Context: an optimization exercise on an open-source flow, tuned for small area, a short achievable clock period and few clock cycles. The choices shown serve that exercise and are no tape-out recipe.
At most, simulation tests tie the RTL to the original design; equivalence was not proved.
The RTL of runs 6 and 7 was laid out without a check of its function.

## flow/design.v

```verilog
`timescale          1ns/1ps
`default_nettype    none
module NfiVe_MDU (
	input clk,
	input rst_n,
	input start,
	output done,
	input [2:0] op,
	input mul_div,
	input [31:0] op1, op2,
	output [31:0] result
);
	reg st_mul, st_pre, st_div, st_corr, st_fin;
	wire st_idle = ~(st_mul | st_pre | st_div | st_corr | st_fin);
	reg        done_r;
	reg        rem;     
	reg        mulhi;   
	reg        dv;      
	reg [4:0]  cnt;
	reg [32:0] M;       
	reg [31:0] B;       
	reg [33:0] acc;     
	reg        corr;    
	reg        inv;     
	reg        sa;      
	reg        finw;    
	reg        one0, two0, neg0, one1, two1, neg1;   
	reg        r0z, r0i;                             
	assign done = done_r;
	assign result = B;
	wire        sgn_div = ~op[0];
	wire        a_neg = sgn_div & op1[31];
	wire        b_neg = sgn_div & op2[31];
	wire [31:0] a_abs = a_neg ? (~op1 + 32'd1) : op1;
	wire [31:0] b_abs = b_neg ? (~op2 + 32'd1) : op2;
	wire        msx = M[32] & ~dv;
	wire [34:0] m35 = {msx, msx, M};
	wire [34:0] m2  = {msx, M, 1'b0};
	wire [34:0] pp0 = ({35{one0}} & m35 | {35{two0}} & m2) ^ {35{neg0}};
	wire [34:0] pp1 = ({35{one1}} & m35 | {35{two1}} & m2) ^ {35{neg1}};
	wire [36:0] r0 = ({{3{acc[33]}}, acc} & {37{~r0z}}) ^ {37{r0i}};
	wire [36:0] r1 = {{2{pp0[34]}}, pp0};
	wire [36:0] r2 = {pp1, neg1, neg1 | r0i};
	wire [36:0] cs_s = r0 ^ r1 ^ r2;
	wire [36:0] cs_c = (r0 & r1) | (r0 & r2) | (r1 & r2);
	wire [37:0] sum_x = {cs_s, 1'b1} + {cs_c[35:0], neg1, neg0};
	wire [36:0] sum = sum_x[37:1];
	wire        sneg = sum[36];
	wire [2:0] nb0 = st_idle ? {op2[1:0], 1'b0} : B[5:3];
	wire [2:0] nb1 = st_idle ? op2[3:1] : B[7:5];
	wire [5:0] za, zb;
	lzc32 u_lza (.x(acc[31:0]), .z(za));
	lzc32 u_lzb (.x(M[31:0]), .z(zb));
	wire [6:0] sdiff = {1'b0, zb} - {1'b0, za};
	wire       b_zero = zb[5];
	wire       s_neg = sdiff[6];
	wire       quick = b_zero | s_neg;
	wire [31:0] m_al = M[31:0] << sdiff[4:0];
	wire       inv_n = rem ? sa : (sa ^ inv);
	wire mul_last = st_mul & (cnt == 5'd0);
	wire div_last = st_div & (cnt == 5'd0);
	wire [31:0] q_new = {B[30:0], ~sneg};
	always @(posedge clk or negedge rst_n) begin
		if (~rst_n) begin
			st_mul <= 1'b0; st_pre <= 1'b0; st_div <= 1'b0; st_corr <= 1'b0; st_fin <= 1'b0;
			done_r <= 1'b0;
		end else begin
			st_mul <= st_idle & start & mul_div | st_mul & (cnt != 5'd0);
			st_corr <= mul_last & corr;
			st_pre <= st_idle & start & ~mul_div;
			st_div <= st_pre & ~quick | st_div & (cnt != 5'd0);
			st_fin <= st_pre & quick | div_last & (rem | inv);
			done_r <= st_mul & (cnt == 5'd1) & ~corr
			        | mul_last & corr
			        | st_pre & quick
			        | st_pre & ~quick & (sdiff[4:0] == 5'd0) & ~rem & ~inv_n
			        | st_div & (cnt == 5'd1) & ~rem & ~inv
			        | div_last & (rem | inv);
		end
	end
	always @(posedge clk) begin
		if (st_idle | st_mul) begin
			one0 <= nb0[1] ^ nb0[0];
			two0 <= (nb0[2] & ~nb0[1] & ~nb0[0]) | (~nb0[2] & nb0[1] & nb0[0]);
			neg0 <= nb0[2];
			one1 <= nb1[1] ^ nb1[0];
			two1 <= (nb1[2] & ~nb1[1] & ~nb1[0]) | (~nb1[2] & nb1[1] & nb1[0]);
			neg1 <= nb1[2];
			r0z <= 1'b0;
			r0i <= 1'b0;
		end
		if (st_idle & start & ~mul_div) begin
			one0 <= 1'b1; two0 <= 1'b0; neg0 <= 1'b1;
			one1 <= 1'b0; two1 <= 1'b0; neg1 <= 1'b0;
		end
		if (mul_last) begin
			one0 <= 1'b1; two0 <= 1'b0; neg0 <= 1'b0;
			one1 <= 1'b0; two1 <= 1'b0; neg1 <= 1'b0;
		end
		if (st_pre & quick) begin
			one0 <= 1'b0; neg0 <= 1'b0;
			r0i <= rem & sa;
		end
		if (st_div) begin
			if (cnt != 5'd0)
				neg0 <= ~sneg;
			else if (rem) begin
				one0 <= sneg;
				neg0 <= sneg & inv;
				r0i <= inv;
			end else begin
				neg0 <= 1'b1;
				r0z <= 1'b1;
			end
		end
		if (st_idle & start) begin
			rem <= op[1];
			mulhi <= op[1:0] != 2'b00;
			dv <= ~mul_div;
			if (mul_div) begin
				M <= {op[1:0] != 2'b11 & op1[31], op1};
				B <= op2;
				acc <= 34'd0;
				cnt <= 5'd7;
				corr <= op[1] & op2[31];
			end else begin
				M <= {1'b0, b_abs};
				acc <= {2'b00, a_abs};
				sa <= a_neg;
				inv <= b_neg;    
			end
		end
		if (st_mul) begin
			acc <= {sum[36], sum[36:4]};
			if (cnt == 5'd0 && mulhi && !corr)
				B <= sum[35:4];
			else
				B <= {sum[3:0], B[31:4]};
			cnt <= cnt - 5'd1;
		end
		if (st_corr) B <= sum[31:0];
		if (st_pre) begin
			finw <= rem;
			if (quick) begin
				B <= b_zero ? 32'hffffffff : 32'd0;
			end else begin
				B <= 32'd0;
				M <= {1'b0, m_al};
				cnt <= sdiff[4:0];
				inv <= inv_n;
			end
		end
		if (st_div) begin
			acc <= sum[33:0];
			cnt <= cnt - 5'd1;
			if (cnt != 5'd0) begin
				M <= {1'b0, M[32:1]};
				B <= q_new;
			end else if (!rem) begin
				if (inv) begin
					M <= {1'b0, q_new};
					finw <= 1'b1;
				end else
					B <= q_new;
			end
		end
		if (st_fin & finw) B <= sum[31:0];
	end
endmodule
module lzc32 (
	input  [31:0] x,
	output [5:0]  z
);
	wire [7:0] v;
	wire [15:0] g;   
	genvar i;
	generate
		for (i = 0; i < 8; i = i + 1) begin : grp
			wire [3:0] n = x[4*i+3:4*i];
			assign v[i] = |n;
			assign g[2*i+1:2*i] = n[3] ? 2'd0 : n[2] ? 2'd1 : n[1] ? 2'd2 : 2'd3;
		end
	endgenerate
	wire [3:0] v8;
	wire [11:0] g8;
	generate
		for (i = 0; i < 4; i = i + 1) begin : p8
			assign v8[i] = v[2*i+1] | v[2*i];
			assign g8[3*i+2:3*i] = v[2*i+1] ? {1'b0, g[4*i+3:4*i+2]} : {1'b1, g[4*i+1:4*i]};
		end
	endgenerate
	wire [1:0] v16;
	wire [7:0] g16;
	generate
		for (i = 0; i < 2; i = i + 1) begin : p16
			assign v16[i] = v8[2*i+1] | v8[2*i];
			assign g16[4*i+3:4*i] = v8[2*i+1] ? {1'b0, g8[6*i+5:6*i+3]} : {1'b1, g8[6*i+2:6*i]};
		end
	endgenerate
	assign z = v16[1] ? {2'b00, g16[7:4]} :
	           v16[0] ? {2'b01, g16[3:0]} : 6'd32;
endmodule
```

## flow/flow/run.sh

```bash
#!/bin/bash
set -euo pipefail
cd "$(dirname "$0")/.."
MARGIN=$(cat flow/margin.txt)
bash standard.sh SETUP_SLACK_MARGIN=$MARGIN finish > flow_standard.log 2>&1
```

## flow/flow/margin.txt

```
7
```

## flow/standard.sh

```bash
#!/bin/bash
# synth_recipe.tcl (not shown) runs the flow's synth.tcl, then flattens the netlist and writes it again
# the make line also repeats each setting of config.mk as NAME=value (left out here)
make -C /OpenROAD-flow-scripts/flow DESIGN_CONFIG=/design/flow/config.mk WORK_HOME=/design/flow/orfs CLKGATE_MAP_FILE= SYNTH_SCRIPT=/design/flow/synth_recipe.tcl "${@:-finish}"
```

## flow/config.mk

```make
export PLATFORM = sky130hd
export DESIGN_NAME = NfiVe_MDU
export DESIGN_NICKNAME = NfiVe_MDU
export VERILOG_FILES = /design/flow/design.v
export SDC_FILE = /design/flow/constraint.sdc
export NUM_CORES = 4
export LEC_CHECK = 0
export CAP_MARGIN = 20
export CORE_MARGIN = 2
export CORE_UTILIZATION = 45
export SLEW_MARGIN = 20
```

## flow/constraint.sdc

```tcl
create_clock -name core_clock -period 10.0 [get_ports {clk}]
set_input_delay 2.0000 -clock core_clock [delete_from_list [all_inputs] [get_ports {clk}]]
set_output_delay 2.0000 -clock core_clock [all_outputs]
set_load 0.01 [all_outputs]
```

==> results of run 1 <==
[cell usage after synthesis, types with 44 or more instances]
| cell | count |
|---|---|
| a211oi_1 | 44 |
| a22oi_1 | 88 |
| a21oi_1 | 180 |
| xnor2_1 | 172 |
| mux2i_1 | 63 |
| ha_1 | 47 |
| o21ai_0 | 148 |
| nand2_1 | 242 |
| dfxtp_1 | 79 |
| clkbuf_1 | 177 |
| nor3_1 | 49 |
| inv_1 | 93 |
| nor2_1 | 195 |
[critical path, cell delays in order, from the launching register on]
cell and delay (ps):
edfxtp_1 410, nor4_2 350, and3_1 270, nand4_1 260
a311oi_4 420, nor3_4 110, ha_2 220, inv_2 90
fa_4 680, buf_8 210, mux2i_2 170, mux2i_1 430
mux2i_2 170, mux2i_2 380, nor2_1 80, a21oi_1 170
o21ai_0 110, a31oi_1 160
[repair_timing]
item / CTS / global route
cloned: 16 / 2
resized for setup: 737 / 170
pin swaps: 165 / 113
setup endpoints to repair: 191 / 117
setup buffers: 214 / 56
hold buffers: 0 / 0
[registers in the layout, indices dropped and copies added (netlist names), 5 cells and up]
name / count
acc: 34
M: 33
cnt: 5
B: 32
[cells by family (layout without fill, tap and decap cells)]
logic type / Yosys count / count (layout) / share of synthesized area, %
flip-flops: 125 / 125 / 18.1
adder cells (fa/ha/maj): 85 / 85 / 8.33
buffers and inverters: 293 / 542 / 6.88
AND/OR/NAND/NOR: 699 / 705 / 19.8
XOR/XNOR: 207 / 208 / 11.2
multiplexers: 93 / 93 / 6.96
AO/OA/AOI/OAI: 711 / 711 / 28.7
other: 0 / 1 / 0
[per-layer routing]
metal | wire length, microns | global-route usage, % | vias up
met4 | 7570 | 28.0 | 2
met3 | 13200 | 12.2 | 417
met5 | 13 | 0 | -
met2 | 38100 | 68.0 | 1726
li1 | - | - | 8501
met1 | 34800 | 64.4 | 9918
[through the flow]
stage	worst slack (ps)	hold WS [ps]	std cells
2_1_floorplan	5290	457	2213
3_3_place_gp	4310	449	2610
3_5_place_dp	4320	459	2610
4_1_cts	5470	488	2872
5_1_grt	5140	521	2930
6_report	5210	503	2931
[worst min path at each step]
stage / from / endpoint / slack, ps / cells after the start
floorplan: finw$_DFF_P_ / finw$_DFF_P_ / 460 / 2
global placement: r0z$_DFF_P_ / r0z$_DFF_P_ / 450 / 2
detailed placement: r0z$_DFF_P_ / r0z$_DFF_P_ / 460 / 2
CTS: r0i$_DFF_P_ / r0i$_DFF_P_ / 490 / 2
global route: r0i$_DFF_P_ / r0i$_DFF_P_ / 520 / 2
finish: finw$_DFF_P_ / finw$_DFF_P_ / 500 / 2
[cell type report]
| type | instances | area share, % |
|---|---|---|
| Clock buffer | 18 | 1.80 |
| Tap cell | 461 | 2.36 |
| Multi-Input combinational cell | 1802 | 64.1 |
| Inverter | 98 | 1.93 |
| Timing Repair Buffer | 408 | 16.1 |
| Sequential cell | 125 | 12.9 |
| Antenna cell | 1 | 0.0103 |
| Timing Repair inverter | 4 | 0.251 |
| Clock inverter | 14 | 0.554 |
[placed cells by master, fill, tap and decap left out, types with 31 or more instances in the layout]
cell type and instances:
nor2b_1 35, dfxtp_4 53, buf_2 36, xnor2_1 119, nor2_1 179, clkdlybuf4s50_1 45
fa_1 36, nand2_1 218, edfxtp_1 40, ha_4 31, o21ai_1 60, a22oi_1 53
buf_6 84, nand3_1 39, a21oi_1 141, o21ai_0 57, inv_1 78, nor3_1 39
xnor2_2 36, a22oi_2 35, mux2i_1 40, buf_4 189
==> flow_summary_export.csv, run 1 <==
group,metric,value,unit
drt,drtIter0Drc,3469,
synthesis,synthArstFlopShare,4.80,%
worst_setup_path,cp_max_fo,10,
die,io-pin-count,104,
worst_setup_path,crit_arrival,5150,ps
die,die-area,37500,sq um
worst_setup_path,worstSetupEndpointType,"register",
die,rows,69,
worst_setup_path,crit_end,"M[26]$_DFF_P_",
drt,dr.pass1.iters,8,
timing,worstMarginPinSlew,1160,ps
global_route,antenna_found_initial,3,
final_layout,area_growth,50.8,%
timing,finalSetupViolCount,0,
final_layout,drive_above_1_share,38.4,%
clock_network,cts.path.max_buffers,2,
worst_setup_path,start_kind,"register",
global_route,grt_pass1_wl,132000,microns
drt,final_antenna_net_count,0,
synthesis,syn_area,16200,sq um
synthesis,netlist_top_cells_area,"dfxtp_1 (9.8%), xnor2_1 (9.3%), edfxtp_1 (7.4%)",
timing,finalSetupTns,0,ps
synthesis,ys_types,77,
final_layout,ff_latch_area,3150,sq um
global_route,grt_max_degree,92,
global_route,grt_overflow,0,
synthesis,syn_nets,2369,
final_layout,n_fill_cell,2832,
run_status,run_status,"finished clean",
worst_setup_path,r2r_start,"acc[28]$_DFFE_PP_",
drt,drcViolationCount,0,
clock_network,cts_tree,"done",
drt,post_drt_via_cell_ratio,7.02,
final_layout,final_area,24400,sq um
global_route,gr-usage-all-layers,47.5,%
timing,maxSlewViolCount,0,
synthesis,netlist.area_leader.share,9.77,%
synthesis,syn_inst,2213,
timing,max_freq,209,MHz
timing,max_slew_margin,22.7,%
clock_network,worst_skew_pair.late_latency,460,ps
global_route,grt_pass1_vias,18900,
synthesis,ys_seq_area_share,18.1,%
synthesis,synth_flop_cell,"dfxtp_1",
timing,fin_skew,28.2,ps
placed_design,dp_hpwl,58900,microns
worst_hold_path,hp-class,"register to register",
timing,hold_viol,0,
drt,totalWireLength,93600,microns
die,initial_utilization,45.6,%
placed_design,placed_cell_area,18300,sq um
worst_setup_path,cp-startpoint,"acc[28]$_DFFE_PP_",
clock_network,clkSinkCount,125,
drt,post_drt_wl_per_cell,31.9,microns
run,max_cap_violations,0,
clock_network,path_clk_slew,60,ps
clock_network,clockRootBuffer,"clkbuf_16",
final_layout,finish.utilization,68.8,%
die,die_x,194,microns
worst_setup_path,critPathKind,"register to register",
final_layout,multi_input_area,15600,sq um
drt,via_count,20600,
timing,rsz0062_at_grt,"true",
synthesis,synth_warnings,1,
clock_network,numCtsBuffers,17,
die,die_h,194,microns
worst_setup_path,r2r_slack,5210,ps
synthesis,ys_ff_latch,125,
die,core_area,35500,sq um
worst_setup_path,rr_endpoint,"M[26]$_DFF_P_",
placed_design,io_buffers,102,
final_layout,final_nets,2612,
synthesis,syn_area_per_cell,7.31,sq um
worst_setup_path,required,10360,ps
clock_network,htree_num_levels,4,
synthesis,synth-edff-count,40,
timing,period_needed,4790,ps
timing,finalCritPeriodShare,47.9,%
synthesis,synth.largest_area_cell,"dfxtp_1",
worst_setup_path,r2r_cells,17,
placed_design,place_congestion,1.03,
Testbench counts, summed over its fixed seeds: cycles 22,552.
==> run 2: changes to the inputs <==
==> flow/flow/run.sh (replaced) <==
#!/bin/bash
set -euo pipefail
cd "$(dirname "$0")/.."
bash standard.sh $(cat flow/knobs.txt) finish > flow_standard.log 2>&1
==> flow/flow/knobs.txt (new file) <==
SETUP_SLACK_MARGIN=6.5 TNS_END_PERCENT=0
removed: flow/flow/margin.txt
==> run 2 against run 1 <==
Utilization is 15 points lower; sequential share of layout area rose by 2.5 points; worst setup slack better by 210 ps; worst hold slack better by 25 ps; wire length is 17% lower; global-route usage down 8.0 points; synthesized area stayed put; register-to-register slack gained 210 ps; clock skew fell by 15 ps; synthesized cell count did not move.
==> flow_summary_export.csv, run 2 <==
group,metric,value,unit
synthesis,syn_inst,2213,
clock_network,clockRootBuffer,"clkbuf_16",
clock_network,clkSinkCount,125,
synthesis,syn_nets,2369,
placed_design,placed_cell_area,17400,sq um
worst_hold_path,min-delay-start,"cnt[0]$_DFF_P_",
worst_setup_path,worstSetupEndpointType,"register",
worst_setup_path,crit_arrival,4890,ps
worst_setup_path,cp-startpoint,"acc[9]$_DFFE_PP_",
die,die_x,194,microns
placed_design,place_congestion,1.09,
clock_network,hold_buffers,0,
synthesis,netlist.area_leader.share,9.77,%
worst_setup_path,cp_max_fo,5,
final_layout,finish.utilization,54.3,%
timing,finalSetupTns,0,ps
global_route,grt_pass1_wl,112000,microns
die,io-pin-count,104,
clock_network,cts_tree,"done",
run,max_cap_violations,0,
synthesis,synthArstFlopShare,4.80,%
placed_design,dp_hpwl,56700,microns
final_layout,multi_input_area,12900,sq um
worst_hold_path,hp-class,"register to register",
final_layout,antennaDiodeCount,0,
clock_network,cts.path.max_buffers,2,
timing,maxSlewViolCount,0,
final_layout,final_nets,2391,
synthesis,synth-edff-count,40,
final_layout,n_fill_cell,3415,
global_route,antenna_found_initial,1,
placed_design,place_worst_setup_slack,4060,ps
drt,dr.pass1.iters,10,
final_layout,finalNonFillerCells,2709,
die,initial_utilization,45.6,%
clock_network,path_clk_slew,60,ps
timing,rsz0062_at_grt,"true",
clock_network,numCtsBuffers,17,
clock_network,worst_skew_pair.late_latency,440,ps
synthesis,synthTopCellsByCount,"nand2_1 (242), nor2_1 (195), a21oi_1 (180)",
timing,whs,528,ps
clock_network,htree_num_levels,4,
drt,final_antenna_net_count,0,
die,core_area,35500,sq um
final_layout,area_growth,19.0,%
timing,setup_ws,5420,ps
synthesis,ys_seq_area_share,18.1,%
drt,post_drt_wl_per_cell,28.5,microns
final_layout,regMostFlops,"acc",
worst_setup_path,r2r_start,"acc[9]$_DFFE_PP_",
timing,finalSetupViolCount,0,
placed_design,dp_cells,2628,
final_layout,ff_latch_area,2960,sq um
synthesis,synth_flop_cell,"dfxtp_1",
timing,max_freq,218,MHz
die,die-area,37500,sq um
synthesis,ys_types,77,
timing,hold_viol,0,
final_layout,layout_commonest_cell,"nand2_1",
final_layout,final_area,19300,sq um
synthesis,ys_ff_latch,125,
final_layout,reg_top3,"acc (34), M (33), B (32)",
global_route,gr-usage-all-layers,39.5,%
final_layout,mostFrequentLayoutCells,"nand2_1 (241), nor2_1 (189), a21oi_1 (174)",
timing,period_needed,4580,ps
die,rows,69,
drt,via_count,18500,
placed_design,io_buffers,102,
final_layout,drive_above_1_share,14.2,%
worst_setup_path,critPathKind,"register to register",
timing,fin_skew,13.2,ps
global_route,grt_pass1_vias,17000,
worst_setup_path,start_kind,"register",
final_layout,largest_reg_flops,34,
drt,post_drt_via_cell_ratio,6.85,
synthesis,synth.largest_area_cell,"dfxtp_1",
synthesis,syn_area,16200,sq um
run_status,run_status,"finished clean",
drt,drtIter0Drc,3116,
die,die_h,194,microns
synthesis,synth_most_common_cell,"nand2_1",
synthesis,syn_area_per_cell,7.31,sq um
global_route,grt_overflow,0,
global_route,grt_max_degree,73,
worst_setup_path,required,10310,ps
drt,totalWireLength,77300,microns
drt,drcViolationCount,0,
synthesis,synth_warnings,1,
timing,max_slew_margin,19.7,%
timing,worstMarginPinSlew,1200,ps
timing,finalCritPeriodShare,45.8,%
synthesis,netlist_top_cells_area,"dfxtp_1 (9.8%), xnor2_1 (9.3%), edfxtp_1 (7.4%)",
-- run 2: worst max-delay path, stage by stage (launching register included) --
cell and delay, ps:
edfxtp_1 400, nor4_2 370, inv_1 140, nor3_4 190
a311oi_4 160, nor3_4 290, ha_2 250, inv_2 50
fa_2 710, buf_12 170, mux4_2 540, and2_1 200
a211oi_2 180, a211oi_2 90, a211oi_2 250, a211oi_2 100
a221o_1 360
-- run 2: timing repair --
action / 4_1_cts / 5_1_grt
pin swaps: 38 / 21
cloned: 3 / 1
resized for setup: 169 / 62
endpoints found under the setup margin: 150 / 151
setup buffers: 35 / 10
-- run 2: cell type report --
class	count	share of cell area (%)
Clock buffer	22	2.47
Tap cell	461	3.00
Timing Repair Buffer	197	9.59
Sequential cell	125	15.4
Clock inverter	10	0.409
Inverter	98	1.94
Multi-Input combinational cell	1796	67.2
-- run 2: path summary, 6_finish.rpt --
path | end | slack, ps | cells after the start
max in group asynchronous | st_div$_DFF_PN0_ | 7970 | 1
min in group asynchronous | st_corr$_DFF_PN0_ | 1800 | 1
max reg2reg | M[25]$_DFF_P_ | 5420 | 16
min | cnt[0]$_DFF_P_ | 530 | 1
max | M[25]$_DFF_P_ | 5420 | 16
min reg2reg | cnt[0]$_DFF_P_ | 530 | 1
-- run 2: routing by layer --
layer	wire length (microns)	up-vias	track usage [%]	share of wire [%]
met5	0	-	0	0
met4	5270	0	20.8	6.8
met3	10500	326	9.69	14
met2	31400	1458	57.5	41
met1	30200	8721	54.0	39
li1	-	8044	-	-
-- run 2: kinds of logic (layout without fill, tap and decap cells) --
logic type / count (synthesis) / after routing / synth area share (%)
AO/OA/AOI/OAI: 711 / 711 / 28.7
buffers and inverters: 293 / 327 / 6.88
XOR/XNOR: 207 / 207 / 11.2
multiplexers: 93 / 93 / 6.96
adder cells (fa/ha/maj): 85 / 85 / 8.33
flip-flops: 125 / 125 / 18.1
AND/OR/NAND/NOR: 699 / 700 / 19.8
==> run 3: changes to the inputs <==
--- a/flow/config.mk
+++ b/flow/config.mk
@@ -7,2 +7,3 @@
 export LEC_CHECK = 0
+export ABC_AREA = 1
 export CAP_MARGIN = 20
==> run 3 against run 2 <==
Design area rose by 8.8%; first-iteration DRC count fell by 17%; worst setup slack improved by 610 ps; count of clock-buffer cells in the layout fell by 4; synthesized cell count rose by 26%; flip-flop and latch count did not move; die area rose by 4.6%; clock skew rose by 2.5 ps; maximum frequency rose by 15%; sequential share of layout area fell by 1.2 points.
==> flow_summary_export.csv, run 3 <==
group,metric,value,unit
synthesis,netlist.area_leader.share,15.7,%
global_route,antenna_found_initial,2,
final_layout,area_growth,23.6,%
global_route,grt_overflow,0,
drt,via_count,21000,
worst_hold_path,min-delay-start,"cnt[0]$_DFF_P_",
timing,rsz0062_at_grt,"true",
synthesis,netlist_top_cells_area,"nand2_1 (16%), dfxtp_1 (9.3%), inv_1 (8.0%)",
synthesis,synth_simple_gate_area_share,29.1,%
synthesis,synthTopCellsByCount,"nand2_1 (711), inv_1 (360), a21oi_1 (202)",
drt,post_drt_wl_per_cell,25.9,microns
run_status,run_status,"finished clean",
timing,max_freq,252,MHz
synthesis,muxShareOfSynthArea,0.709,%
die,die_h,198,microns
final_layout,final_nets,3053,
die,io-pin-count,104,
worst_setup_path,required,10190,ps
timing,fin_skew,15.7,ps
synthesis,synthArstFlopShare,4.80,%
final_layout,final_area,20900,sq um
worst_setup_path,crit_arrival,4160,ps
placed_design,dp_hpwl,66800,microns
timing,period_needed,3970,ps
synthesis,synth.largest_area_cell,"nand2_1",
global_route,gr-usage-all-layers,44.6,%
placed_design,io_buffers,102,
synthesis,synth_flop_cell,"dfxtp_1",
worst_setup_path,critPathKind,"primary input to register",
synthesis,synth_top_family_by_area,"simple AND/OR/NAND/NOR gates",
drt,post_drt_via_cell_ratio,6.14,
synthesis,syn_area,16900,sq um
timing,max_slew_margin,29.5,%
drt,dr.pass1.iters,6,
die,die_x,198,microns
clock_network,worst_skew_pair.late_latency,470,ps
placed_design,placed_cell_area,18300,sq um
clock_network,path_clk_slew,60,ps
worst_hold_path,hp-class,"register to register",
final_layout,drive_above_1_share,15.4,%
worst_setup_path,r2r_start,"acc[14]$_DFFE_PP_",
final_layout,layout_commonest_cell,"nand2_1",
final_layout,regMostFlops,"acc",
die,die-area,39200,sq um
synthesis,syn_nets,2945,
synthesis,syn_area_per_cell,6.08,sq um
clock_network,cts.path.max_buffers,2,
die,core_area,37400,sq um
synthesis,synth_most_common_cell,"nand2_1",
drt,drcViolationCount,0,
global_route,grt_max_degree,74,
placed_design,place_congestion,1.05,
synthesis,synth-edff-count,40,
drt,final_antenna_net_count,0,
global_route,grt_pass1_vias,19200,
timing,finalSetupTns,0,ps
global_route,grt_pass1_wl,127000,microns
synthesis,syn_inst,2789,
clock_network,numCtsBuffers,17,
drt,totalWireLength,88700,microns
clock_network,clkSinkCount,125,
timing,maxSlewViolCount,0,
worst_setup_path,start_kind,"primary input",
final_layout,n_fill_cell,3828,
drt,drtIter0Drc,2589,
synthesis,ys_types,63,
synthesis,synth_xor_xnor_area_share,7.91,%
synthesis,synthAdderAreaFrac,7.96,%
die,initial_utilization,45.3,%
worst_setup_path,worstSetupEndpointType,"register",
run,max_cap_violations,0,
clock_network,cts_tree,"done",
synthesis,ys_seq_area_share,17.3,%
final_layout,largest_reg_flops,34,
timing,worstMarginPinSlew,1050,ps
die,rows,71,
synthesis,synth_warnings,1,
worst_setup_path,cp-startpoint,"op1[0]",
clock_network,clockRootBuffer,"clkbuf_16",
clock_network,htree_num_levels,4,
synthesis,synth-compound-area-share,24.7,%
synthesis,ys_ff_latch,125,
timing,finalCritPeriodShare,39.7,%
timing,hold_viol,0,
final_layout,mostFrequentLayoutCells,"nand2_1 (679), inv_1 (329), nor2_1 (179)",
clock_network,hold_buffers,0,
timing,finalSetupViolCount,0,
worst_setup_path,cp_max_fo,3,
final_layout,reg_top3,"acc (34), M (33), B (32)",
-- run 3: routing by layer --
layer / wire, microns / vias up / global-route usage, %
met5: 39 / - / 0
met4: 8160 / 4 / 32.9
met3: 10300 / 372 / 10.0
met2: 37500 / 1434 / 67.8
met1: 32700 / 9726 / 55.4
li1: - / 9503 / -
-- run 3: worst paths after layout --
| kind | end | depth (start not counted) | slack, ps |
|---|---|---|---|
| hold reg to reg | cnt[0]$_DFF_P_ | 1 | 490 |
| min in group asynchronous | st_fin$_DFF_PN0_ | 1 | 1800 |
| hold / removal | cnt[0]$_DFF_P_ | 1 | 490 |
| setup reg to reg | M[21]$_DFF_P_ | 21 | 6060 |
| max in group asynchronous | st_mul$_DFF_PN0_ | 1 | 7920 |
| setup / recovery | acc[18]$_DFFE_PP_ | 14 | 6030 |
-- run 3: stage by stage --
stage | util (%) | setup WS [ps] | instances | hold slack (ps)
after floorplan | - | 6400 | 2789 | 454
after global placement | 48.8 | 4830 | 3296 | 477
after detailed placement | 48.8 | 4820 | 3296 | 487
after CTS | 53.3 | 6080 | 3383 | 498
after global routing | 56.0 | 5930 | 3421 | 522
final | 56.0 | 6030 | 3424 | 490
-- run 3: critical path, stage by stage --
cell	delay, ps
clkdlybuf4s50_1	470
inv_2	170
ha_4	170
nand3_4	100
nor2_4	110
nand2_2	100
inv_2	90
nand4_1	160
buf_4	190
buf_4	120
nand2_1	50
nand2_1	50
a31oi_1	230
a21oi_1	140
-- run 3: cell type report --
type                       count  area (sq um)  share of cell area, %
antenna                        3          7.51                 0.0358
clock buffer                  18           450                   2.15
clock inverter                14           155                  0.741
inverter                     387          1570                   7.51
multi-input combinational   2138         12900                   61.6
sequential                   125          2960                   14.1
tap                          511           639                   3.05
timing repair buffer         225          2220                   10.6
timing repair inverter         3          32.5                  0.155
-- run 3: cells by family (layout without fill, tap and decap cells) --
kind of cell             after synthesis  in the layout
multiplexers                          12             12
adder cells (fa/ha/maj)               85             85
other                                  0              3
AND/OR/NAND/NOR                     1171           1172
XOR/XNOR                             150            151
buffers and inverters                528            647
flip-flops                           125            125
AO/OA/AOI/OAI                        718            718
-- run 3: repair_timing --
action / in CTS / in global routing
cloned: 7 / 3
setup buffers: 48 / 35
setup endpoints to repair: 171 / 167
pin swaps: 20 / 49
gates resized for setup: 170 / 195
==> run 4: changes to the inputs <==
==> flow/flow/knobs.txt (replaced) <==
SETUP_SLACK_MARGIN=7.5 TNS_END_PERCENT=0
==> run 4 against run 3 <==
First-iteration DRC count is 14% higher; register-to-register slack worse by 80 ps; synthesized cell count stayed put; count of clock-buffer cells in the layout is 1 lower; still clean on timing, DRC and antenna; utilization is 0.060 points lower; critical endpoint is now acc[29]$_DFFE_PP_; non-clock buffer count is 2 lower; worst setup slack worse by 49 ps; cell count is 0.12% lower; worst hold slack better by 8.5 ps.
==> flow_summary_export.csv, run 4 <==
group,metric,value,unit
timing,max_freq,249,MHz
timing,whs,498,ps
synthesis,netlist.area_leader.share,15.7,%
synthesis,syn_area_per_cell,6.08,sq um
final_layout,largest_reg_flops,34,
timing,fin_skew,19.1,ps
drt,drcViolationCount,0,
clock_network,cts_tree,"done",
synthesis,ys_types,63,
synthesis,ys_ff_latch,125,
placed_design,place_worst_setup_slack,4680,ps
synthesis,synth_most_common_cell,"nand2_1",
drt,post_drt_via_cell_ratio,6.16,
final_layout,finalNonFillerCells,3420,
worst_setup_path,cp_top_family,"buffers and inverters",
drt,totalWireLength,87600,microns
synthesis,ys_seq_area_share,17.3,%
die,initial_utilization,45.3,%
synthesis,syn_inst,2789,
die,die-area,39200,sq um
worst_setup_path,start_kind,"primary input",
synthesis,syn_nets,2945,
clock_network,cts.path.max_buffers,2,
global_route,antenna_found_initial,1,
global_route,globalRouteMet3Util,9.85,%
drt,via_count,21100,
clock_network,htree_num_levels,4,
worst_setup_path,worstSetupEndpointType,"register",
global_route,grt_overflow,0,
worst_setup_path,crit_slowest_cell,"clkdlybuf4s50_1",
clock_network,worst_skew_pair.late_latency,460,ps
worst_setup_path,cp_max_fo,13,
placed_design,io_buffers,102,
final_layout,finish.utilization,55.9,%
worst_setup_path,max_stage_delay,550,ps
die,die_x,198,microns
timing,rsz0062_at_grt,"true",
worst_setup_path,crit_buf_inv,4,
synthesis,synthTopCellsByCount,"nand2_1 (711), inv_1 (360), a21oi_1 (202)",
timing,hold_viol,0,
worst_setup_path,worst_path_most_repeated_cell,"o21ai_0",
timing,finalCritPeriodShare,40.2,%
worst_setup_path,required,10150,ps
die,die_h,198,microns
global_route,grt_pass1_wl,125000,microns
final_layout,reg_top3,"acc (34), M (33), B (32)",
drt,dr.pass1.iters,9,
drt,final_antenna_net_count,0,
final_layout,mostFrequentLayoutCells,"nand2_1 (676), inv_1 (331), nor2_1 (180)",
placed_design,place_congestion,1.06,
placed_design,placed_cell_area,18300,sq um
worst_setup_path,r2r_start,"neg1$_SDFFE_PP0N_",
clock_network,clkSinkCount,125,
worst_setup_path,path_cells,"clkdlybuf4s50_1 > inv_1 > nor2_4 > buf_6 > clkinvlp_4 > a21oi_2 > nor2_2 > o21ai_0 > a21oi_1 > o21ai_0 > o21ai_0 > nand2_1 > o21ai_0",
final_layout,layout_commonest_cell,"nand2_1",
die,rows,71,
die,io-pin-count,104,
global_route,grtUsageMet2,65.0,%
global_route,grt-busiest-layer,"met2",
timing,period_needed,4020,ps
timing,finalSetupViolCount,0,
synthesis,synth.largest_area_cell,"nand2_1",
drt,drtIter0Drc,2943,
worst_setup_path,cp-startpoint,"op1[31]",
worst_setup_path,critPathKind,"primary input to register",
final_layout,antennaDiodeCount,0,
timing,maxSlewViolCount,0,
clock_network,path_clk_slew,60,ps
final_layout,regMostFlops,"acc",
final_layout,drive_above_1_share,15.3,%
final_layout,final_nets,3052,
clock_network,clockRootBuffer,"clkbuf_16",
timing,worstMarginPinSlew,1130,ps
synthesis,synth_warnings,1,
placed_design,dp_cells,3293,
placed_design,dp_hpwl,66100,microns
timing,finalSetupTns,0,ps
timing,max_slew_margin,24.4,%
run_status,run_status,"finished clean",
synthesis,synth_flop_cell,"dfxtp_1",
synthesis,netlist_top_cells_area,"nand2_1 (16%), dfxtp_1 (9.3%), inv_1 (8.0%)",
global_route,grt_max_degree,74,
global_route,gr-usage-all-layers,43.9,%
clock_network,numCtsBuffers,17,
final_layout,final_area,20900,sq um
die,core_area,37400,sq um
global_route,grt_pass1_vias,19100,
worst_setup_path,crit_arrival,4180,ps
run,max_cap_violations,0,
synthesis,syn_area,16900,sq um
global_route,use_met1,55.3,%
timing,setup_ws,5980,ps
final_layout,area_growth,23.5,%
worst_hold_path,hp-class,"register to register",
synthesis,synth-edff-count,40,
synthesis,synthArstFlopShare,4.80,%
drt,post_drt_wl_per_cell,25.6,microns
worst_hold_path,min-delay-start,"cnt[0]$_DFF_P_",
[run 4: metal layers]
layer  vias to the layer above  share of wire [%]
met5                         -                  0
met4                         0                9.3
met3                       342                 12
met2                      1413                 42
met1                      9794                 37
li1                       9510                  -
[run 4: final timing paths]
kind	endpoint	slack, ps	depth (start not counted)
setup / recovery	acc[29]$_DFFE_PP_	5980	13
hold / removal	cnt[0]$_DFF_P_	500	1
setup reg to reg	neg0$_DFFE_PP_	5980	20
hold reg to reg	cnt[0]$_DFF_P_	500	1
max in group asynchronous	st_mul$_DFF_PN0_	7840	1
min in group asynchronous	done_r$_DFF_PN0_	1840	1
[run 4: cell type report]
cell class                      count  area [sq um]
Sequential cell                   125          2960
Inverter                          387          1570
Timing Repair Buffer              223          2210
Tap cell                          511           639
Fill cell                        3792         16500
Clock buffer                       17           425
Clock inverter                     15           184
Timing Repair inverter              4          38.8
Multi-Input combinational cell   2138         12900
[run 4: timing repair]
item | 4_1_cts | 5_1_grt
buffers inserted | 59 | 26
pin swaps | 29 | 28
gates resized for setup | 219 | 129
hold endpoints to repair | 0 | 0
setup endpoints to repair | 194 | 195
gates cloned | 9 | 1
hold buffers | 0 | 0
[run 4: cell families after synthesis]
group	after synthesis	share of synthesized area, %
multiplexers	12	0.709
adder cells (fa/ha/maj)	85	7.96
flip-flops	125	17.3
buffers and inverters	528	12.3
AO/OA/AOI/OAI	718	24.7
AND/OR/NAND/NOR	1171	29.1
XOR/XNOR	150	7.91
==> run 5: changes to the inputs <==
==> flow/flow/knobs.txt (replaced) <==
SETUP_SLACK_MARGIN=7 TNS_END_PERCENT=0
--- a/flow/config.mk
+++ b/flow/config.mk
@@ -7,6 +7,5 @@
 export LEC_CHECK = 0
-export ABC_AREA = 1
 export CAP_MARGIN = 20
 export CORE_MARGIN = 2
-export CORE_UTILIZATION = 45
+export CORE_UTILIZATION = 52
 export SLEW_MARGIN = 20
==> run 5 against run 4 <==
Synthesized cell count is 21% lower; register-to-register slack worse by 430 ps; first-iteration DRC count is 8.4% higher; synthesized area is 4.5% lower; design area is 7.0% lower; via count is 11% lower; maximum frequency is 9.7% lower; wire length is 11% lower; highest routed layer is now met5.
==> flow_summary_export.csv, run 5 <==
group,metric,value,unit
timing,finalSetupTns,0,ps
die,core_area,30600,sq um
drt,via_count,18800,
synthesis,synth_warnings,1,
worst_setup_path,path_cells,"or4_4 > nor2_1 > nand2_1 > nor2_2 > nand3_1 > a31oi_1 > o21ai_1 > ha_2 > inv_2 > fa_2 > bufbuf_16 > mux2i_1 > mux2i_1 > mux2i_1 > mux2i_2 > nor2_1 > o21ai_1 > nand3_1 > nand2_1",
global_route,grt_max_degree,92,
global_route,grt_pass1_vias,17000,
placed_design,place_congestion,1.09,
synthesis,ys_seq_area_share,18.1,%
synthesis,ys_types,77,
global_route,grt_overflow,0,
die,io-pin-count,104,
drt,totalWireLength,77600,microns
worst_setup_path,cp_max_fo,18,
worst_setup_path,crit_arrival,4830,ps
worst_setup_path,worstSetupEndpointType,"register",
final_layout,final_nets,2399,
synthesis,syn_inst,2213,
synthesis,synthArstFlopShare,4.80,%
synthesis,netlist_top_cells_area,"dfxtp_1 (9.8%), xnor2_1 (9.3%), edfxtp_1 (7.4%)",
synthesis,synth_top_family_by_area,"compound AO/OA/AOI/OAI gates",
worst_setup_path,worst_path_most_repeated_cell,"mux2i_1",
timing,rsz0062_at_grt,"true",
clock_network,path_clk_slew,70,ps
synthesis,syn_area_per_cell,7.31,sq um
drt,post_drt_via_cell_ratio,7.09,
worst_setup_path,critPathKind,"register to register",
synthesis,ys_ff_latch,125,
final_layout,regMostFlops,"acc",
synthesis,syn_nets,2369,
final_layout,mostFrequentLayoutCells,"nand2_1 (239), nor2_1 (189), a21oi_1 (170)",
final_layout,drive_above_1_share,15.6,%
worst_setup_path,required,10380,ps
timing,max_freq,225,MHz
timing,fin_skew,19.7,ps
synthesis,synth.largest_area_cell,"dfxtp_1",
placed_design,placed_cell_area,17300,sq um
timing,maxSlewViolCount,0,
global_route,gr-usage-all-layers,45.6,%
clock_network,cts_tree,"done",
synthesis,syn_area,16200,sq um
drt,drtIter0Drc,3191,
die,die-area,32600,sq um
timing,hold_viol,0,
synthesis,netlist.area_leader.share,9.77,%
synthesis,synth_xor_xnor_area_share,11.2,%
run_status,run_status,"finished clean",
die,die_x,180,microns
synthesis,synth_flop_cell,"dfxtp_1",
worst_setup_path,crit_slowest_cell,"or4_4",
placed_design,io_buffers,102,
final_layout,layout_commonest_cell,"nand2_1",
die,die_h,180,microns
die,initial_utilization,52.9,%
worst_setup_path,start_kind,"register",
drt,final_antenna_net_count,0,
worst_setup_path,max_stage_delay,510,ps
synthesis,synthTopCellsByCount,"nand2_1 (242), nor2_1 (195), a21oi_1 (180)",
placed_design,dp_hpwl,55500,microns
worst_setup_path,cp_top_family,"simple AND/OR/NAND/NOR gates",
timing,max_slew_margin,29.5,%
final_layout,final_area,19400,sq um
drt,dr.pass1.iters,7,
clock_network,numCtsBuffers,17,
clock_network,clkSinkCount,125,
final_layout,area_growth,20.1,%
clock_network,htree_num_levels,4,
drt,post_drt_wl_per_cell,29.3,microns
timing,period_needed,4450,ps
drt,drcViolationCount,0,
timing,finalSetupViolCount,0,
final_layout,reg_top3,"acc (34), M (33), B (32)",
global_route,antenna_found_initial,2,
worst_setup_path,crit_buf_inv,2,
clock_network,cts.path.max_buffers,2,
synthesis,synthAdderAreaFrac,8.33,%
synthesis,synth-compound-area-share,28.7,%
clock_network,clockRootBuffer,"clkbuf_16",
worst_hold_path,hp-class,"register to register",
clock_network,hold_buffers,0,
final_layout,largest_reg_flops,34,
die,rows,64,
synthesis,synth_most_common_cell,"nand2_1",
synthesis,muxShareOfSynthArea,6.96,%
synthesis,synth_simple_gate_area_share,19.8,%
clock_network,worst_skew_pair.late_latency,450,ps
timing,finalCritPeriodShare,44.5,%
global_route,grt_pass1_wl,112000,microns
timing,worstMarginPinSlew,1060,ps
synthesis,synth-edff-count,40,
run,max_cap_violations,0,
==> run 5: path summary, 6_finish.rpt <==
| kind | cells after the start | slack [ps] | end | from |
|---|---|---|---|---|
| min in group asynchronous | 1 | 1830 | done_r$_DFF_PN0_ | rst_n |
| hold reg to reg | 2 | 490 | r0i$_DFF_P_ | r0i$_DFF_P_ |
| setup reg to reg | 19 | 5550 | M[27]$_DFF_P_ | M[13]$_DFF_P_ |
| max in group asynchronous | 1 | 7870 | st_mul$_DFF_PN0_ | rst_n |
| hold / removal | 2 | 490 | r0i$_DFF_P_ | r0i$_DFF_P_ |
| setup / recovery | 19 | 5550 | M[27]$_DFF_P_ | M[13]$_DFF_P_ |
==> run 5: cells by family after synthesis <==
| group | after synthesis |
|---|---|
| mux | 93 |
| simple gates | 699 |
| compound gates | 711 |
| fa+ha+maj | 85 |
| xor+xnor | 207 |
| buf+inv | 293 |
| flops | 125 |
==> run 5: layout make-up <==
class | count | area, sq um
antenna | 2 | 5.00
clock buffer | 21 | 504
clock inverter | 11 | 113
fill | 2737 | 11100
inverter | 98 | 379
multi-input combinational | 1797 | 13000
sequential | 125 | 2980
tap | 396 | 495
timing repair buffer | 204 | 1980
==> run 5: routing by layer <==
metal | up-vias | global-route usage, % | routed length [microns]
li1 | 8061 | - | -
met1 | 8911 | 62.0 | 29900
met2 | 1533 | 67.1 | 32100
met3 | 300 | 13.0 | 11100
met4 | 2 | 20.4 | 4570
met5 | - | 0 | 15
==> run 5: what timing repair did <==
| action | 4_1_cts | 5_1_grt |
|---|---|---|
| resized for setup | 137 | 148 |
| pin swaps | 25 | 34 |
| cloned | 4 | 2 |
| endpoints found under the setup margin | 191 | 191 |
| setup buffers | 30 | 31 |
==> run 5: tightest hold or removal path, cell delays in order (launching register included) <==
cell     delay [ps]
dfxtp_2         330
nand4_1          70
nand2_1          50
==> run 5: metrics by stage <==
stage	hold WS (ps)	utilization [%]	setup slack, ps	cells
after floorplan	457	-	5290	2213
after global placement	446	56.5	3880	2553
after detailed placement	454	56.5	3840	2553
after CTS	472	60.9	5580	2619
after global routing	503	63.6	5500	2652
final	495	63.6	5550	2654
==> run 6: changes to the inputs <==
--- a/flow/design.v
+++ b/flow/design.v
@@ -35,2 +35,5 @@
 	wire [31:0] b_abs = b_neg ? (~op2 + 32'd1) : op2;
+	wire [5:0]  za_in, zb_in;
+	lzc32 u_lza (.x(a_abs), .z(za_in));
+	lzc32 u_lzb (.x(b_abs), .z(zb_in));
 	wire        msx = M[32] & ~dv;
@@ -50,5 +53,3 @@
 	wire [2:0] nb1 = st_idle ? op2[3:1] : B[7:5];
-	wire [5:0] za, zb;
-	lzc32 u_lza (.x(acc[31:0]), .z(za));
-	lzc32 u_lzb (.x(M[31:0]), .z(zb));
+	reg  [5:0] za, zb;
 	wire [6:0] sdiff = {1'b0, zb} - {1'b0, za};
@@ -119,2 +120,4 @@
 			dv <= ~mul_div;
+			za <= za_in;
+			zb <= zb_in;
 			if (mul_div) begin
==> flow/flow/knobs.txt (replaced) <==
SETUP_SLACK_MARGIN=6.5 TNS_END_PERCENT=0
--- a/flow/config.mk
+++ b/flow/config.mk
@@ -9,3 +9,3 @@
 export CORE_MARGIN = 2
-export CORE_UTILIZATION = 52
+export CORE_UTILIZATION = 45
 export SLEW_MARGIN = 20
==> run 6 against run 5 <==
Maximum frequency is 1.8% higher; wire length is 12% higher; clock skew fell by 10 ps; non-clock buffer count grew 40; critical endpoint is now za[0]$_DFFE_PP_.
==> flow_summary_export.csv, run 6 <==
group,metric,value,unit
drt,dr.pass1.iters,6,
timing,period_needed,4370,ps
synthesis,netlist.area_leader.share,8.85,%
worst_setup_path,path_cells,"clkdlybuf4s15_2 > or4_4 > nor4_4 > buf_4 > a21oi_1 > xnor2_2 > o21ai_0 > o21ai_1 > a31o_1 > a21oi_1 > mux2_4",
worst_setup_path,required,10210,ps
worst_setup_path,crit_slowest_cell,"or4_4",
die,rows,73,
placed_design,place_worst_setup_slack,3880,ps
drt,via_count,20300,
clock_network,clockRootBuffer,"clkbuf_16",
synthesis,synth.largest_area_cell,"dfxtp_1",
clock_network,htree_num_levels,4,
synthesis,syn_area_per_cell,7.36,sq um
timing,fin_skew,9.33,ps
die,io-pin-count,104,
timing,finalSetupViolCount,0,
synthesis,synth_warnings,1,
drt,drtIter0Drc,2695,
synthesis,synth-edff-count,52,
placed_design,place_congestion,1.03,
placed_design,placed_cell_area,19100,sq um
worst_hold_path,hold_depth,2,
worst_setup_path,start_kind,"primary input",
die,die-area,41300,sq um
global_route,grt_pass1_vias,19200,
clock_network,cts_tree,"done",
timing,worstMarginPinSlew,1220,ps
global_route,antenna_found_initial,5,
final_layout,layout_commonest_cell,"nand2_1",
final_layout,largest_reg_flops,34,
drt,post_drt_via_cell_ratio,6.76,
final_layout,final_nets,2624,
timing,finalSetupTns,0,ps
final_layout,final_area,21700,sq um
final_layout,regMostFlops,"acc",
timing,rsz0062_at_grt,"true",
drt,final_antenna_net_count,0,
die,initial_utilization,45.3,%
run,max_cap_violations,0,
clock_network,numCtsBuffers,17,
timing,max_slew_margin,18.0,%
drt,totalWireLength,86900,microns
clock_network,clkSinkCount,137,
synthesis,ys_ff_latch,137,
worst_setup_path,crit_arrival,4580,ps
run_status,run_status,"finished clean",
worst_setup_path,cp_max_fo,5,
final_layout,drive_above_1_share,17.6,%
timing,hold_viol,0,
placed_design,io_buffers,102,
worst_setup_path,r2r_cells,16,
final_layout,antennaDiodeCount,0,
timing,max_freq,229,MHz
global_route,gr-usage-all-layers,41.4,%
timing,maxSlewViolCount,0,
synthesis,netlist_top_cells_area,"dfxtp_1 (8.8%), edfxtp_1 (8.7%), xnor2_1 (7.9%)",
final_layout,area_growth,21.1,%
worst_setup_path,worst_path_most_repeated_cell,"a21oi_1",
final_layout,reg_top3,"acc (34), M (33), B (32)",
synthesis,syn_inst,2429,
placed_design,dp_hpwl,63800,microns
clock_network,worst_skew_pair.late_latency,460,ps
drt,post_drt_wl_per_cell,28.9,microns
global_route,grt_overflow,0,
synthesis,synthTopCellsByCount,"nand2_1 (253), nor2_1 (204), o21ai_0 (183)",
final_layout,mostFrequentLayoutCells,"nand2_1 (247), nor2_1 (197), o21ai_0 (173)",
final_layout,finish.utilization,54.9,%
synthesis,ys_seq_area_share,18.4,%
worst_setup_path,critPathKind,"primary input to register",
synthesis,synth_flop_cell,"dfxtp_1",
die,core_area,39500,sq um
timing,whs,514,ps
timing,setup_ws,5630,ps
final_layout,finalNonFillerCells,3004,
synthesis,ys_types,91,
worst_setup_path,max_stage_delay,580,ps
synthesis,syn_nets,2587,
placed_design,dp_cells,2877,
drt,drcViolationCount,0,
worst_setup_path,cp_top_family,"simple AND/OR/NAND/NOR gates",
global_route,grt_pass1_wl,126000,microns
die,die_h,203,microns
clock_network,path_clk_slew,70,ps
synthesis,syn_area,17900,sq um
worst_setup_path,crit_buf_inv,2,
die,die_x,203,microns
worst_setup_path,worstSetupEndpointType,"register",
synthesis,synth_most_common_cell,"nand2_1",
worst_setup_path,path_depth,11,
timing,finalCritPeriodShare,43.7,%
synthesis,synthArstFlopShare,4.38,%
clock_network,cts.path.max_buffers,2,
global_route,grt_max_degree,63,
worst_hold_path,hp-class,"register to register",
==> run 6: changes by cell type in the layout (fill, tap and decap cells not counted), sizes merged, moves of 11 or more <==
cell / previous run / this run
a211oi: 44 / 61
edfxtp: 40 / 52
buf: 107 / 161
o21ai: 153 / 189
or3: 22 / 6
xor2: 35 / 48
dlygate4sd2: 4 / 22
clkdlybuf4s50: 86 / 47
a31oi: 22 / 34
or4: 5 / 16
==> run 6: what timing repair did <==
item                                    4_1_cts  5_1_grt
pin swaps                                    58       12
gates resized for setup                     387       42
hold buffers                                  0        0
gates cloned                                  4        1
endpoints found under the setup margin      185      183
buffers inserted                             83        7
==> run 6: per-layer routing <==
metal / share of wire [%] / GRT usage (%) / routed length, microns
met3: 10 / 8.02 / 8930
met2: 43 / 63.3 / 37600
met5: 0.071 / 0 / 62
met1: 39 / 53.9 / 34200
met4: 7.0 / 25.5 / 6090
==> run 6: layout make-up <==
class / instances / area, sq um
fill: 3797 / 17800
multi-input combinational: 1967 / 14400
sequential: 137 / 3330
timing repair buffer: 244 / 2300
tap: 525 / 657
clock buffer: 17 / 425
inverter: 98 / 419
clock inverter: 15 / 168
timing repair inverter: 1 / 7.51
==> run 6: kinds of logic after synthesis <==
group                      after synthesis  share of synthesized area, %
adders and majority gates               87                          7.68
buffers and inverters                  325                          7.09
xor gates and xnor gates               210                          10.4
DFF                                    137                          18.4
AOI/OAI and AO/OA                      814                          30.2
and+or+nand+nor                        761                          20.3
muxes                                   95                          5.86
==> run 6: worst paths after layout <==
check / endpoint / start / slack (ps)
hold / removal: finw$_DFF_P_ / finw$_DFF_P_ / 510
hold reg to reg: finw$_DFF_P_ / finw$_DFF_P_ / 510
min in group asynchronous: done_r$_DFF_PN0_ / rst_n / 1800
setup reg to reg: acc[22]$_DFFE_PP_ / neg0$_DFFE_PP_ / 5650
max in group asynchronous: st_mul$_DFF_PN0_ / rst_n / 7940
setup / recovery: za[0]$_DFFE_PP_ / op1[11] / 5630
==> run 6: tightest hold or removal path: cells and delay by family, from the launching register on <==
family / cells / cell delay [ps]
flops: 1 / 350
mux: 1 / 70
simple gates: 1 / 60
==> run 7: changes to the inputs <==
==> flow/flow/run.sh (replaced) <==
#!/bin/bash
set -euo pipefail
cd "$(dirname "$0")/.."
knobs=()
while IFS= read -r line; do
  [[ -n "$line" ]] && knobs+=("$line")
done < flow/knobs.txt
bash standard.sh "${knobs[@]}" finish > flow_standard.log 2>&1
==> flow/flow/knobs.txt (replaced) <==
SETUP_SLACK_MARGIN=6.5
TNS_END_PERCENT=0
--- a/flow/config.mk
+++ b/flow/config.mk
@@ -7,2 +7,3 @@
 export LEC_CHECK = 0
+export ABC_AREA = 1
 export CAP_MARGIN = 20
==> run 7 against run 6 <==
Clock skew is 2.5 ps higher; critical endpoint is now B[31]$_DFF_P_; critical path depth rose by 9; worst hold slack got worse by 31 ps; flip-flop and latch count stayed put; count of clock-buffer cells in the layout rose by 5; still clean on timing, DRC and antenna; synthesized area increased by 3.7%; first-iteration DRC count increased by 16%; largest cell class unchanged.
==> flow_summary_export.csv, run 7 <==
group,metric,value,unit
drt,final_antenna_net_count,0,
synthesis,synthArstFlopShare,4.38,%
run_status,run_status,"finished clean",
synthesis,syn_area_per_cell,5.83,sq um
die,die_h,207,microns
drt,totalWireLength,97900,microns
synthesis,synth-edff-count,52,
global_route,grt_pass1_vias,21000,
die,initial_utilization,45.5,%
clock_network,hold_buffers,0,
placed_design,place_worst_setup_slack,4590,ps
final_layout,final_nets,3467,
timing,fin_skew,11.9,ps
worst_setup_path,worstSetupEndpointType,"register",
worst_hold_path,min-delay-start,"M[29]$_DFF_P_",
placed_design,dp_hpwl,71500,microns
timing,max_slew_margin,26.6,%
die,die-area,42800,sq um
synthesis,synth_most_common_cell,"nand2_1",
final_layout,reg_top3,"acc (34), M (33), B (32)",
synthesis,ys_ff_latch,137,
clock_network,cts.path.max_buffers,2,
timing,period_needed,3760,ps
worst_setup_path,r2r_slack,6240,ps
final_layout,area_growth,28.9,%
timing,finalSetupViolCount,0,
synthesis,synth_warnings,1,
final_layout,finish.utilization,58.6,%
worst_setup_path,cp_max_fo,15,
placed_design,place_congestion,1.03,
worst_setup_path,critPathKind,"register to register",
worst_hold_path,hold_path_end,"M[28]$_DFF_P_",
timing,maxSlewViolCount,0,
final_layout,n_fill_cell,4036,
die,rows,74,
die,core_area,40700,sq um
synthesis,ys_types,58,
worst_setup_path,r2r_start,"two0$_SDFFE_PP0N_",
die,io-pin-count,104,
run,max_cap_violations,0,
worst_setup_path,r2r_cells,20,
drt,post_drt_wl_per_cell,25.4,microns
synthesis,syn_nets,3338,
clock_network,clkSinkCount,137,
final_layout,regMostFlops,"acc",
drt,via_count,23500,
worst_setup_path,rr_endpoint,"B[31]$_DFF_P_",
clock_network,clockRootBuffer,"clkbuf_16",
global_route,gr-usage-all-layers,44.0,%
drt,drcViolationCount,0,
final_layout,drive_above_1_share,21.9,%
synthesis,synth_flop_cell,"dfxtp_1",
global_route,grt_pass1_wl,136000,microns
timing,rsz0062_at_grt,"true",
worst_hold_path,hp-class,"register to register",
timing,hold_viol,0,
drt,dr.pass1.iters,7,
global_route,grt_overflow,0,
timing,max_freq,266,MHz
worst_setup_path,required,10350,ps
timing,finalCritPeriodShare,37.6,%
clock_network,worst_skew_pair.late_latency,450,ps
drt,drtIter0Drc,3138,
die,die_x,207,microns
clock_network,numCtsBuffers,17,
synthesis,syn_area,18500,sq um
timing,worstMarginPinSlew,1090,ps
synthesis,ys_seq_area_share,17.8,%
clock_network,htree_num_levels,4,
clock_network,cts_tree,"done",
clock_network,path_clk_slew,70,ps
synthesis,synth.largest_area_cell,"nand2_1",
worst_setup_path,crit_arrival,4110,ps
worst_hold_path,hold_depth,2,
placed_design,io_buffers,102,
final_layout,multi_input_area,15200,sq um
drt,post_drt_via_cell_ratio,6.09,
final_layout,mostFrequentLayoutCells,"nand2_1 (870), inv_1 (394), a21oi_1 (208)",
synthesis,syn_inst,3180,
synthesis,netlist_top_cells_area,"nand2_1 (20%), inv_1 (8.9%), dfxtp_1 (8.5%)",
timing,finalSetupTns,0,ps
worst_setup_path,start_kind,"register",
synthesis,synthTopCellsByCount,"nand2_1 (979), inv_1 (438), nor2_1 (261)",
synthesis,netlist.area_leader.share,19.8,%
final_layout,ff_latch_area,3320,sq um
final_layout,layout_commonest_cell,"nand2_1",
global_route,grt_max_degree,64,
final_layout,largest_reg_flops,34,
global_route,antenna_found_initial,8,
timing,setup_ws,6240,ps
## run 7: worst max path at each step
stage                           start                end  slack, ps
detailed placement              op[0]    za[2]$_DFFE_PP_       4590
global placement                op[0]    za[2]$_DFFE_PP_       4610
floorplan                      op1[1]    za[0]$_DFFE_PP_       6290
finish              two0$_SDFFE_PP0N_      B[31]$_DFF_P_       6240
global route        two0$_SDFFE_PP0N_      B[31]$_DFF_P_       6180
CTS                 two0$_SDFFE_PP0N_  acc[32]$_DFFE_PP_       6260
## run 7: cell type report
class | count | area share (%)
Inverter | 462 | 7.71
Tap cell | 532 | 2.79
Clock inverter | 10 | 0.377
Antenna cell | 3 | 0.0314
Sequential cell | 137 | 13.9
Timing Repair Buffer | 244 | 9.25
Clock buffer | 22 | 2.03
Timing Repair inverter | 7 | 0.298
Multi-Input combinational cell | 2440 | 63.6
## run 7: cell families (layout without fill, tap and decap cells)
group                      after synthesis  in the layout  share of synthesized area, %
and+or+nand+nor                       1528           1530                          34.2
AOI/OAI and AO/OA                      650            650                          19.7
buffers and inverters                  605            745                          12.6
xor gates and xnor gates               161            161                          7.65
DFF                                    137            137                          17.8
adders and majority gates               87             87                          7.41
muxes                                   12             12                         0.655
other                                    0              3                             0
## run 7: metrics by stage
step / instances / area (sq um) / hold slack, ps
after detailed placement: 3698 / 19900 / 467
final: 3857 / 23900 / 483
after CTS: 3804 / 22100 / 484
after global placement: 3698 / 19900 / 452
after global routing: 3854 / 23900 / 509
after floorplan: 3180 / 18600 / 442
## run 7: layer usage
layer	global-route usage [%]	up-vias	wire length, microns
met5	0	-	67
met4	24.3	10	7130
met3	12.3	384	12800
met2	64.7	1636	40700
met1	57.9	10900	37100
li1	-	10500	-
## run 7: critical path, cell delays in order (launching register included)
cell	delay [ps]
dfxtp_4	400
clkinvlp_4	150
buf_12	180
o22ai_2	200
xor2_1	120
fa_1	520
inv_1	70
ha_4	320
nand2_2	110
nor2_4	160
nand4_1	220
nor2_2	230
nand4_1	230
nand4_1	210
nand3_2	150
nand2_1	120
nand2_1	50
nand2_1	50
nand2_1	40
nand2_1	60
nand2_1	50
## run 7: what timing repair did
| item | in CTS | in global routing |
|---|---|---|
| setup endpoints to repair | 177 | 148 |
| resized for setup | 380 | 411 |
| cloned | 10 | 5 |
| buffers inserted | 64 | 45 |
| pin swaps | 59 | 144 |

-- port drivers added, routing unchanged --
The results above use ideal ports. As a check the final layouts listed here were re-extracted and re-timed, cells and wires unchanged. Step 1, drivers: a clkbuf_16 drives clk and a buf_2 each remaining input, both assumed. Step 2 moves the port delays by t, midway between the first and last clock arrival at a register: inputs arrive t later, outputs are due t later. That takes back most of the time a late clock gives input paths. Slacks: ideal ports / drivers / drivers and shift; pairs: ideal ports / drivers.
| run | shift t [ns] | setup slack, ns | worst hold slack (ns) | worst setup path at the end | cell pins on the clock port's net |
|---|---|---|---|---|---|
| run 1 | 0.498 | 5.212 / 5.212 / 4.893 | 0.503 / 0.503 / 0.503 | input to register | 1 |
| run 2 | 0.483 | 5.417 / 5.417 / 4.963 | 0.528 / 0.528 / 0.528 | input to register | 1 |
| run 3 | 0.515 | 6.028 / 6.050 / 5.535 | 0.490 / 0.490 / 0.490 | input to register | 1 |
| run 4 | 0.506 | 5.979 / 5.983 / 5.505 | 0.498 / 0.498 / 0.498 | input to register | 1 |
| run 5 | 0.490 | 5.549 / 5.549 / 5.105 | 0.495 / 0.495 / 0.495 | input to register | 1 |
| run 6 | 0.511 | 5.630 / 5.647 / 5.150 | 0.514 / 0.514 / 0.514 | input to register | 1 |
| run 7 | 0.502 | 6.237 / 6.237 / 5.799 | 0.483 / 0.483 / 0.483 | input to register | 1 |
After both steps setup and hold are still met in every run listed. For run 3, which loses most, drivers alone change the setup slack by +0.022 ns; drivers and shift together by -0.493 ns.
